This design comes from an exercise in tuning for small area and a short achievable clock period on the open sky130 flow, not from production work. No run shown here included a check of the RTL's function; only the layout flow was run. Power is estimated from default activity; no workload was simulated.

==> flow/design.v (outline; a module is shown in full before it is edited, if it fits) <==
// module mod3_1: 1834 lines
module mod3_1(
  input clk,
  input reset_n,
  input signed [22:0] a,
  input signed [22:0] b,
  input signed [16:0] c,
  output signed [39:0] y
);
  // ...
==> flow/flow/run.sh <==
#!/bin/bash
# Layout flow: the standard layout (standard.sh) with two changes:
#  1. synthesis runs Yosys's synth with -noabc, so the generic "abc -fast" pass does not
#     restructure the design's adder cells before extract_fa; everything else in the
#     synthesis script (synth_recipe.tcl and ORFS synth.tcl) is unchanged.
#  2. the port buffers that place inserts are sky130_fd_sc_hd__buf_1 (buffer_ports
#     -buffer_cell) instead of the cell buffer_ports picks by default.
set -euo pipefail
work=$PWD
sed 's/synth -nofsm -noshare {\*}\$args/synth -nofsm -noshare -noabc {*}$args/' \
  synth_recipe.tcl > flow_synth.tcl
grep -q -- '-noabc' flow_synth.tcl
bash standard.sh "SYNTH_SCRIPT=$work/flow_synth.tcl" \
  "BUFFER_PORTS_ARGS=-buffer_cell ${PORT_BUF:-sky130_fd_sc_hd__buf_1}" finish \
  > flow_make.log 2>&1
==> flow/standard.sh <==
#!/bin/bash
# synth_recipe.tcl (not shown) runs the flow's synth.tcl, then flattens the netlist and writes it again
# the make line also repeats each setting of config.mk as NAME=value (left out here)
make -C /OpenROAD-flow-scripts/flow DESIGN_CONFIG=/design/flow/config.mk WORK_HOME=/design/flow/orfs CLKGATE_MAP_FILE= SYNTH_SCRIPT=/design/flow/synth_recipe.tcl "${@:-finish}"
==> flow/config.mk <==
export PLATFORM = sky130hd
export DESIGN_NAME = mod3_1
export DESIGN_NICKNAME = mod3_1
export VERILOG_FILES = /design/flow/design.v
export SDC_FILE = /design/flow/constraint.sdc
export NUM_CORES = 4
export LEC_CHECK = 0
export ABC_AREA = 1
export CAP_MARGIN = 20
export CORE_MARGIN = 2
export CORE_UTILIZATION = 65
export CTS_BUF_LIST = sky130_fd_sc_hd__clkbuf_8
export SETUP_SLACK_MARGIN = 3.4
export SLEW_MARGIN = 70
==> flow/constraint.sdc <==
create_clock -name core_clock -period 7.0 [get_ports {clk}]
set_input_delay 1.4000 -clock core_clock [delete_from_list [all_inputs] [get_ports {clk}]]
set_output_delay 1.4000 -clock core_clock [all_outputs]
set_load 0.01 [all_outputs]
==> qor.csv, run 1 <==
metric;value;unit
outcome;timing/DRC/antenna clean;
route.met2.wl;16.36;mm
hold_start;d1n[22]$_DFF_P_;
drive_gt1_frac;0.1382;
post-route-util;0.7286;
cts_hold_buf;0;
inverters;206;
min_period_over_period;0.5023;
synth_top_cell_area_share;0.2398;
cts.sinks;168;
synth_cells;1731;
grt_pass1_vias;11282;
fp.dieW;154.8;µm
insertion_delay;0.48;ns
maxSlewViolCount;0;
n_all_buffers;122;
async_reset_ff_frac;0;
worstPathRequired;5.60;ns
drt_first_iter_violations;941;
highest_layer;met4;
p_leak;7.463;nW
seqCellArea;3461;µm²
nFlopsAndLatches;168;
timing.rr.start;d2n[5]$_DFF_P_;
worstMarginPinSlew;0.4401;ns
mappedNetlistNets;2048;
synth_xor_area_frac;0.1369;
grtUsageMet1;0.3935;
wl;35.07;mm
synth_top_family_by_area;adder cells;
grt_use_met3;0.06332;
cell_internal_pwr;4.254;mW
yosysMostFrequentCell;nand2_1;
diodes;0;
synth_top_area_cell;fa_1;
==> run 2: changes to the inputs <==
--- a/flow/design.v
+++ b/flow/design.v
@@ -8,17 +8,16 @@
 );
   reg [23:0] d1n, d2n;
   reg r1q, f1q;
   reg [8:0] one_q, two_q, neg_q, onen_q, twon_q;
   reg [11:0] ylo;
   reg cyq;
   reg [27:0] h0;
   reg [27:0] h1;
-  reg kq;
   wire kill = ~reset_n | f1q;
   wire [8:0] one_w, two_w, neg_w;
   wire [16:0] c1 = c;
   assign one_w[0] = c1[0] ^ 1'b0;
   assign two_w[0] = (c1[1] & ~c1[0] & ~1'b0) | (~c1[1] & c1[0] & 1'b0);
   assign neg_w[0] = c1[1];
   assign one_w[1] = c1[2] ^ c1[1];
   assign two_w[1] = (c1[3] & ~c1[2] & ~c1[1]) | (~c1[3] & c1[2] & c1[1]);
@@ -1696,85 +1695,85 @@
   assign pp669 = fp628 & pp667;
   assign pg670 = pg644 | (pp645 & pg666);
   assign pp671 = pp645 & pp667;
   assign pg672 = pg656 | (pp657 & pg666);
   assign pp673 = pp657 & pp667;
   assign pg674 = pg658 | (pp659 & pg666);
   assign pp675 = pp659 & pp667;
   wire [11:0] ylo_d;
-  assign ylo_d[0] = fp612;
-  assign ylo_d[1] = fp614 ^ fg613;
-  assign ylo_d[2] = fp616 ^ pg636;
-  assign ylo_d[3] = fp618 ^ pg648;
-  assign ylo_d[4] = fp620 ^ pg650;
-  assign ylo_d[5] = fp622 ^ pg660;
-  assign ylo_d[6] = fp624 ^ pg662;
-  assign ylo_d[7] = fp626 ^ pg664;
-  assign ylo_d[8] = fp628 ^ pg666;
-  assign ylo_d[9] = fp630 ^ pg668;
-  assign ylo_d[10] = fp632 ^ pg670;
-  assign ylo_d[11] = fp634 ^ pg672;
+  assign ylo_d[0] = (fp612) & ~kill;
+  assign ylo_d[1] = (fp614 ^ fg613) & ~kill;
+  assign ylo_d[2] = (fp616 ^ pg636) & ~kill;
+  assign ylo_d[3] = (fp618 ^ pg648) & ~kill;
+  assign ylo_d[4] = (fp620 ^ pg650) & ~kill;
+  assign ylo_d[5] = (fp622 ^ pg660) & ~kill;
+  assign ylo_d[6] = (fp624 ^ pg662) & ~kill;
+  assign ylo_d[7] = (fp626 ^ pg664) & ~kill;
+  assign ylo_d[8] = (fp628 ^ pg666) & ~kill;
+  assign ylo_d[9] = (fp630 ^ pg668) & ~kill;
+  assign ylo_d[10] = (fp632 ^ pg670) & ~kill;
+  assign ylo_d[11] = (fp634 ^ pg672) & ~kill;
   wire [27:0] h0_d, h1_d;
-  assign h0_d[0] = co557;
-  assign h1_d[0] = s558;
-  assign h0_d[1] = co559;
-  assign h1_d[1] = s560;
-  assign h0_d[2] = co561;
-  assign h1_d[2] = s562;
-  assign h0_d[3] = co563;
-  assign h1_d[3] = s564;
-  assign h0_d[4] = co565;
-  assign h1_d[4] = s566;
-  assign h0_d[5] = co567;
-  assign h1_d[5] = s568;
-  assign h0_d[6] = co569;
-  assign h1_d[6] = s570;
-  assign h0_d[7] = co571;
-  assign h1_d[7] = s572;
-  assign h0_d[8] = co573;
-  assign h1_d[8] = s574;
-  assign h0_d[9] = co575;
-  assign h1_d[9] = s576;
-  assign h0_d[10] = co577;
-  assign h1_d[10] = s578;
-  assign h0_d[11] = co579;
-  assign h1_d[11] = s580;
-  assign h0_d[12] = co581;
-  assign h1_d[12] = s582;
-  assign h0_d[13] = co583;
-  assign h1_d[13] = s584;
-  assign h0_d[14] = co585;
-  assign h1_d[14] = s586;
-  assign h0_d[15] = co587;
-  assign h1_d[15] = s588;
-  assign h0_d[16] = co589;
-  assign h1_d[16] = s590;
-  assign h0_d[17] = co591;
-  assign h1_d[17] = s592;
-  assign h0_d[18] = co593;
-  assign h1_d[18] = s594;
-  assign h0_d[19] = co595;
-  assign h1_d[19] = s596;
-  assign h0_d[20] = co597;
-  assign h1_d[20] = s598;
-  assign h0_d[21] = co599;
-  assign h1_d[21] = s600;
-  assign h0_d[22] = co601;
-  assign h1_d[22] = s602;
-  assign h0_d[23] = co603;
-  assign h1_d[23] = s604;
-  assign h0_d[24] = co605;
-  assign h1_d[24] = s606;
-  assign h0_d[25] = co607;
-  assign h1_d[25] = s608;
-  assign h0_d[26] = co609;
-  assign h1_d[26] = s610;
-  assign h0_d[27] = co611;
-  assign h1_d[27] = ci261;
+  assign h0_d[0] = (co557) & ~kill;
+  assign h1_d[0] = (s558) & ~kill;
+  assign h0_d[1] = (co559) & ~kill;
+  assign h1_d[1] = (s560) & ~kill;
+  assign h0_d[2] = (co561) & ~kill;
+  assign h1_d[2] = (s562) & ~kill;
+  assign h0_d[3] = (co563) & ~kill;
+  assign h1_d[3] = (s564) & ~kill;
+  assign h0_d[4] = (co565) & ~kill;
+  assign h1_d[4] = (s566) & ~kill;
+  assign h0_d[5] = (co567) & ~kill;
+  assign h1_d[5] = (s568) & ~kill;
+  assign h0_d[6] = (co569) & ~kill;
+  assign h1_d[6] = (s570) & ~kill;
+  assign h0_d[7] = (co571) & ~kill;
+  assign h1_d[7] = (s572) & ~kill;
+  assign h0_d[8] = (co573) & ~kill;
+  assign h1_d[8] = (s574) & ~kill;
+  assign h0_d[9] = (co575) & ~kill;
+  assign h1_d[9] = (s576) & ~kill;
+  assign h0_d[10] = (co577) & ~kill;
+  assign h1_d[10] = (s578) & ~kill;
+  assign h0_d[11] = (co579) & ~kill;
+  assign h1_d[11] = (s580) & ~kill;
+  assign h0_d[12] = (co581) & ~kill;
+  assign h1_d[12] = (s582) & ~kill;
+  assign h0_d[13] = (co583) & ~kill;
+  assign h1_d[13] = (s584) & ~kill;
+  assign h0_d[14] = (co585) & ~kill;
+  assign h1_d[14] = (s586) & ~kill;
+  assign h0_d[15] = (co587) & ~kill;
+  assign h1_d[15] = (s588) & ~kill;
+  assign h0_d[16] = (co589) & ~kill;
+  assign h1_d[16] = (s590) & ~kill;
+  assign h0_d[17] = (co591) & ~kill;
+  assign h1_d[17] = (s592) & ~kill;
+  assign h0_d[18] = (co593) & ~kill;
+  assign h1_d[18] = (s594) & ~kill;
+  assign h0_d[19] = (co595) & ~kill;
+  assign h1_d[19] = (s596) & ~kill;
+  assign h0_d[20] = (co597) & ~kill;
+  assign h1_d[20] = (s598) & ~kill;
+  assign h0_d[21] = (co599) & ~kill;
+  assign h1_d[21] = (s600) & ~kill;
+  assign h0_d[22] = (co601) & ~kill;
+  assign h1_d[22] = (s602) & ~kill;
+  assign h0_d[23] = (co603) & ~kill;
+  assign h1_d[23] = (s604) & ~kill;
+  assign h0_d[24] = (co605) & ~kill;
+  assign h1_d[24] = (s606) & ~kill;
+  assign h0_d[25] = (co607) & ~kill;
+  assign h1_d[25] = (s608) & ~kill;
+  assign h0_d[26] = (co609) & ~kill;
+  assign h1_d[26] = (s610) & ~kill;
+  assign h0_d[27] = (co611) & ~kill;
+  assign h1_d[27] = (ci261) & ~kill;
   wire [29:0] ax676, bx677, sm678;
   assign ax676 = {1'b0, h0[27], h0[26], h0[25], h0[24], h0[23], h0[22], h0[21], h0[20], h0[19], h0[18], h0[17], h0[16], h0[15], h0[14], h0[13], h0[12], h0[11], h0[10], h0[9], h0[8], h0[7], h0[6], h0[5], h0[4], h0[3], h0[2], h0[1], h0[0], 1'b1};
   assign bx677 = {1'b0, h1[27], h1[26], h1[25], h1[24], h1[23], h1[22], h1[21], h1[20], h1[19], h1[18], h1[17], h1[16], h1[15], h1[14], h1[13], h1[12], h1[11], h1[10], h1[9], h1[8], h1[7], h1[6], h1[5], h1[4], h1[3], h1[2], h1[1], h1[0], cyq};
   assign sm678 = ax676 + bx677;
   wire [39:0] sum;
   assign sum[0] = ylo[0];
   assign sum[1] = ylo[1];
   assign sum[2] = ylo[2];
@@ -1810,25 +1809,24 @@
   assign sum[32] = sm678[21];
   assign sum[33] = sm678[22];
   assign sum[34] = sm678[23];
   assign sum[35] = sm678[24];
   assign sum[36] = sm678[25];
   assign sum[37] = sm678[26];
   assign sum[38] = sm678[27];
   assign sum[39] = sm678[28];
-  assign y = sum & {40{~kq}};
+  assign y = sum;
   always @(posedge clk) begin
     d1n <= ~dsub;
     r1q <= ~reset_n;
     d2n <= d1n;
     f1q <= ~reset_n | r1q;
     onen_q <= ~one_w;
     twon_q <= ~two_w;
     neg_q <= neg_w;
     r8q <= r8_d;
     ylo <= ylo_d;
-    cyq <= pg674;
+    cyq <= (pg674) & ~kill;
     h0 <= h0_d;
     h1 <= h1_d;
-    kq <= kill;
   end
 endmodule
==> run 2 against run 1 <==
Net effect: sequential share of layout area shrank 0.24 points; still clean; final cell count increased by 3.4%; register-to-register slack lost 0.12 ns; largest power group unchanged; setup slack lost 0.0080 ns; synthesized cell count up 4.3%; die area up 1.9%; non-clock buffer count is 2 lower; hold slack better by 0.012 ns.
==> qor.csv, run 2 <==
metric;value;unit;change
use_met2;0.4774;;was 0.4883
num-nets-final;2139;;was 2070
core_area;22710;µm²;was 22500 µm²
yosysWarnings;1;;unchanged
synth_seq_area_share;0.2218;;was 0.2276
grt.busiest_layer;met2;;unchanged
place.gp.congestion;0.9146;;was 0.8967
yosysMostFrequentCell;nand2_1;;unchanged
cp-end-kind;output port;;unchanged
final_cell_mix;nand2_1 (263), inv_1 (247), xor2_1 (226);;was nand2_1 (237), xor2_1 (219), inv_1 (203)
diodes;0;;unchanged
max_freq;283.7;MHz;was 284.4 MHz
synth_cells;1806;;was 1731
maxSlewViolCount;0;;unchanged
mappedNetlistNets;2123;;was 2048
die_area;24420;µm²;was 23960 µm²
worstPathRequired;5.60;ns;about the same
cts_tree;done;;unchanged
drv_cap;0;;unchanged
hold_viol;0;;unchanged
clockBufferDepth;2;;unchanged
synth_area_per_cell;8.345;µm²;was 8.536 µm²
worstPathMaxFanout;4;;unchanged
drive_gt1_frac;0.09809;;was 0.1382
min_period_over_period;0.5035;;was 0.5023
grt_max_degree;66;;was 27
synth_area_leaders;fa_1 (24%), dfxtp_1 (22%), xor2_1 (13%);;was fa_1 (24%), dfxtp_1 (23%), xor2_1 (13%)
outcome;timing/DRC/antenna clean;;unchanged
grt_use_met3;0.04763;;was 0.06332
synth_top_cell_area_share;0.2351;;was 0.2398
vias;11935;;was 11676
num_rows;55;;unchanged
cts_hold_buf;0;;unchanged
fp.dieW;156.3;µm;was 154.8 µm
synthTopCellsByCount;nand2_1 (281), inv_1 (248), xor2_1 (226), o22ai_1 (184), fa_1 (177);;was nand2_1 (269), xor2_1 (220), inv_1 (206), o22ai_1 (184), fa_1 (177)
vias_per_cell;5.630;;was 5.693
tns;0;ns;unchanged
drt_drc_violations_left;0;;unchanged
boundaryPins;105;;unchanged
antenna_found_initial;0;;unchanged
ys_types;36;;was 37
timing.rr.start;d2n[8]$_DFF_P_;;was d2n[5]$_DFF_P_
vdd_drop_max;0.0003143;V;was 0.0002877 V
synth_top_area_cell;fa_1;;unchanged
drt_first_iter_violations;1044;;was 941
synth-seq-cells;167;;was 168
grtUsageTotal;0.2951;;was 0.2965
port_buffers;104;;unchanged
cts_buffers;17;;unchanged
worst-endpoint-arrival;2.12;ns;about the same
wl;35.56;mm;was 35.07 mm
async_reset_ff_frac;0;;unchanged
min-delay-path-class;flop to flop;;unchanged
synth_edf_count;0;;unchanged
p_leak;7.798;nW;was 7.463 nW
syn_area;15070;µm²;was 14780 µm²
crit_path_start_kind;flop;;unchanged
start_util;0.6636;;was 0.6567
cts_root_buffer;clkbuf_8;;unchanged
hold_depth;0;;unchanged
setup_violations;0;;unchanged
place_hpwl;26.80;mm;was 26.59 mm
wl_per_cell;16.77;µm;was 17.10 µm
worstSetupEndpoint;y[27];;was y[25]
r2r_setup_slack;3.57;ns;was 3.69 ns
reg.largest.list;h0 x28, h1 x28;;unchanged
rr_worst_depth;11;;was 10
finalPower;7.035;mW;was 8.446 mW
grt_pass1_wl;56.59;mm;was 56.10 mm
grt_pass1_vias;11432;;was 11282
powerDensity;428.1;nW/µm²;was 515.1 nW/µm²
layout_commonest_cell;nand2_1;;unchanged
syn_to_final_growth;9.041;%;was 10.96%
relSlewSlack;0.7059;;was 0.7066
cts.sinks;167;;was 168
htreeDepth;4;;unchanged
reg2reg_to;ylo[11]$_DFF_P_;;was ylo[9]$_DFF_P_
worstMarginPinSlew;0.4412;ns;was 0.4401 ns
grt_overflow;0;;unchanged
die_y;156.3;µm;was 154.8 µm
synth_ff_type;dfxtp_1;;unchanged
insertion_delay;0.47;ns;was 0.48 ns
crit_start;cyq$_DFF_P_;;unchanged
min_period;3.524;ns;was 3.516 ns
rsz0062_at_grt;yes;;unchanged
crit_type;flop to output port;;unchanged
grtUsageMet1;0.4114;;was 0.3935
ant_nets;0;;unchanged
fin_skew;0.01753;ns;was 0.02139 ns
clkTransAtPathRegs;0.10;ns;was 0.11 ns
drtPass1Iterations;7;;was 5
==> run 2: how the worst min path moves through the flow <==
stage | to | startpoint | slack, ns
floorplan | d2n[23]$_DFF_P_ | d1n[23]$_DFF_P_ | 0.34
global route | d2n[23]$_DFF_P_ | d1n[23]$_DFF_P_ | 0.37
CTS | d2n[23]$_DFF_P_ | d1n[23]$_DFF_P_ | 0.37
detailed placement | d2n[23]$_DFF_P_ | d1n[23]$_DFF_P_ | 0.35
global placement | d2n[18]$_DFF_P_ | d1n[18]$_DFF_P_ | 0.36
finish | d2n[23]$_DFF_P_ | d1n[23]$_DFF_P_ | 0.37
==> run 2: logic make-up after synthesis <==
kind of cell / Yosys count / share of synthesized area
buffers and inverters: 372 / 0.09597
DFF: 167 / 0.2218
xor gates and xnor gates: 241 / 0.1406
muxes: 1 / 0.0007471
and+or+nand+nor: 496 / 0.1343
adders and majority gates: 252 / 0.2974
AOI/OAI and AO/OA: 277 / 0.1092
==> run 2: timing repair <==
item | 4_1_cts | 5_1_grt
buffers inserted | 0 | 4
endpoints found under the setup margin | 20 | 21
resized for setup | 24 | 78
cloned | 0 | 0
pin swaps | 1 | 7
==> run 2: worst max-delay path: stages, from the launching register on <==
cell and delay (ns):
dfxtp_2 0.37, fa_2 0.42, nand3_1 0.11, nand3_2 0.12
nand2_1 0.10, nand2_2 0.10, nand2_1 0.08, nand3b_1 0.08
xor2_1 0.14, buf_2 0.13
==> run 2: power by group <==
part           internal [mW]  leakage (nW)  total, mW  switching, mW
sequential              1.16          1.39       1.48          0.325
clock                  0.348         0.220      0.751          0.403
combinational           2.14          6.19       4.80           2.67
==> run 2: stage by stage <==
step / hold slack, ns / utilization / setup WS, ns / instance area [µm²] / std cells
3_5_place_dp: 0.3513 / 0.6815 / 3.382 / 15480 / 2084
5_1_grt: 0.3725 / 0.7236 / 3.374 / 16430 / 2120
6_report: 0.3673 / 0.7236 / 3.476 / 16430 / 2120
2_1_floorplan: 0.3431 / - / 3.419 / 15070 / 1806
3_3_place_gp: 0.3584 / 0.6780 / 3.175 / 15400 / 2084
4_1_cts: 0.3671 / 0.7054 / 3.347 / 16020 / 2116
==> run 2: layout make-up <==
| class | instances | area, µm² |
|---|---|---|
| inverters | 249 | 942.2 |
| clock buffers | 18 | 247.7 |
| well taps | 285 | 356.6 |
| multi-input cells | 1267 | 10720 |
| flip-flops and latches | 167 | 3430 |
| fillers | 1795 | 6276 |
| clock inverters | 14 | 198.9 |
| repair buffers | 120 | 536.8 |
==> run 2: routing by layer <==
layer  part of all wire  up-vias
met2               0.46      528
li1                   -     5743
met4              0.018        0
met5                  0        -
met3              0.079       59
met1               0.44     5605

-- separate check: timing with driven ports --
In the flow no input, the clock included, has a driving cell. The finished layouts below were timed again as built, in two steps. Step 1 (the two cells are an assumption about what drives the block):
set clk [get_ports {clk}]
set_driving_cell -lib_cell sky130_fd_sc_hd__clkbuf_16 $clk
set_driving_cell -lib_cell sky130_fd_sc_hd__buf_2 [delete_from_list [all_inputs] $clk]
Step 2, shift: input delay + t, output delay - t, t = (earliest + latest rising clock arrival at the registers) / 2. This alone moves slack from input paths to output paths. a / b / c = ideal / step 1 / step 2; a / b = the first two.
run | t (ns) | setup slack, ns | hold WS [ns]
run 1 | 0.513 | 3.484 / 3.437 / 3.349 | 0.355 / 0.355 / 0.355
run 2 | 0.501 | 3.476 / 3.433 / 3.419 | 0.367 / 0.367 / 0.367
After both steps every run listed still meets setup and hold. The setup slack of run 1, which loses most, moves by -0.047 ns with the drivers and by -0.135 ns with both steps.
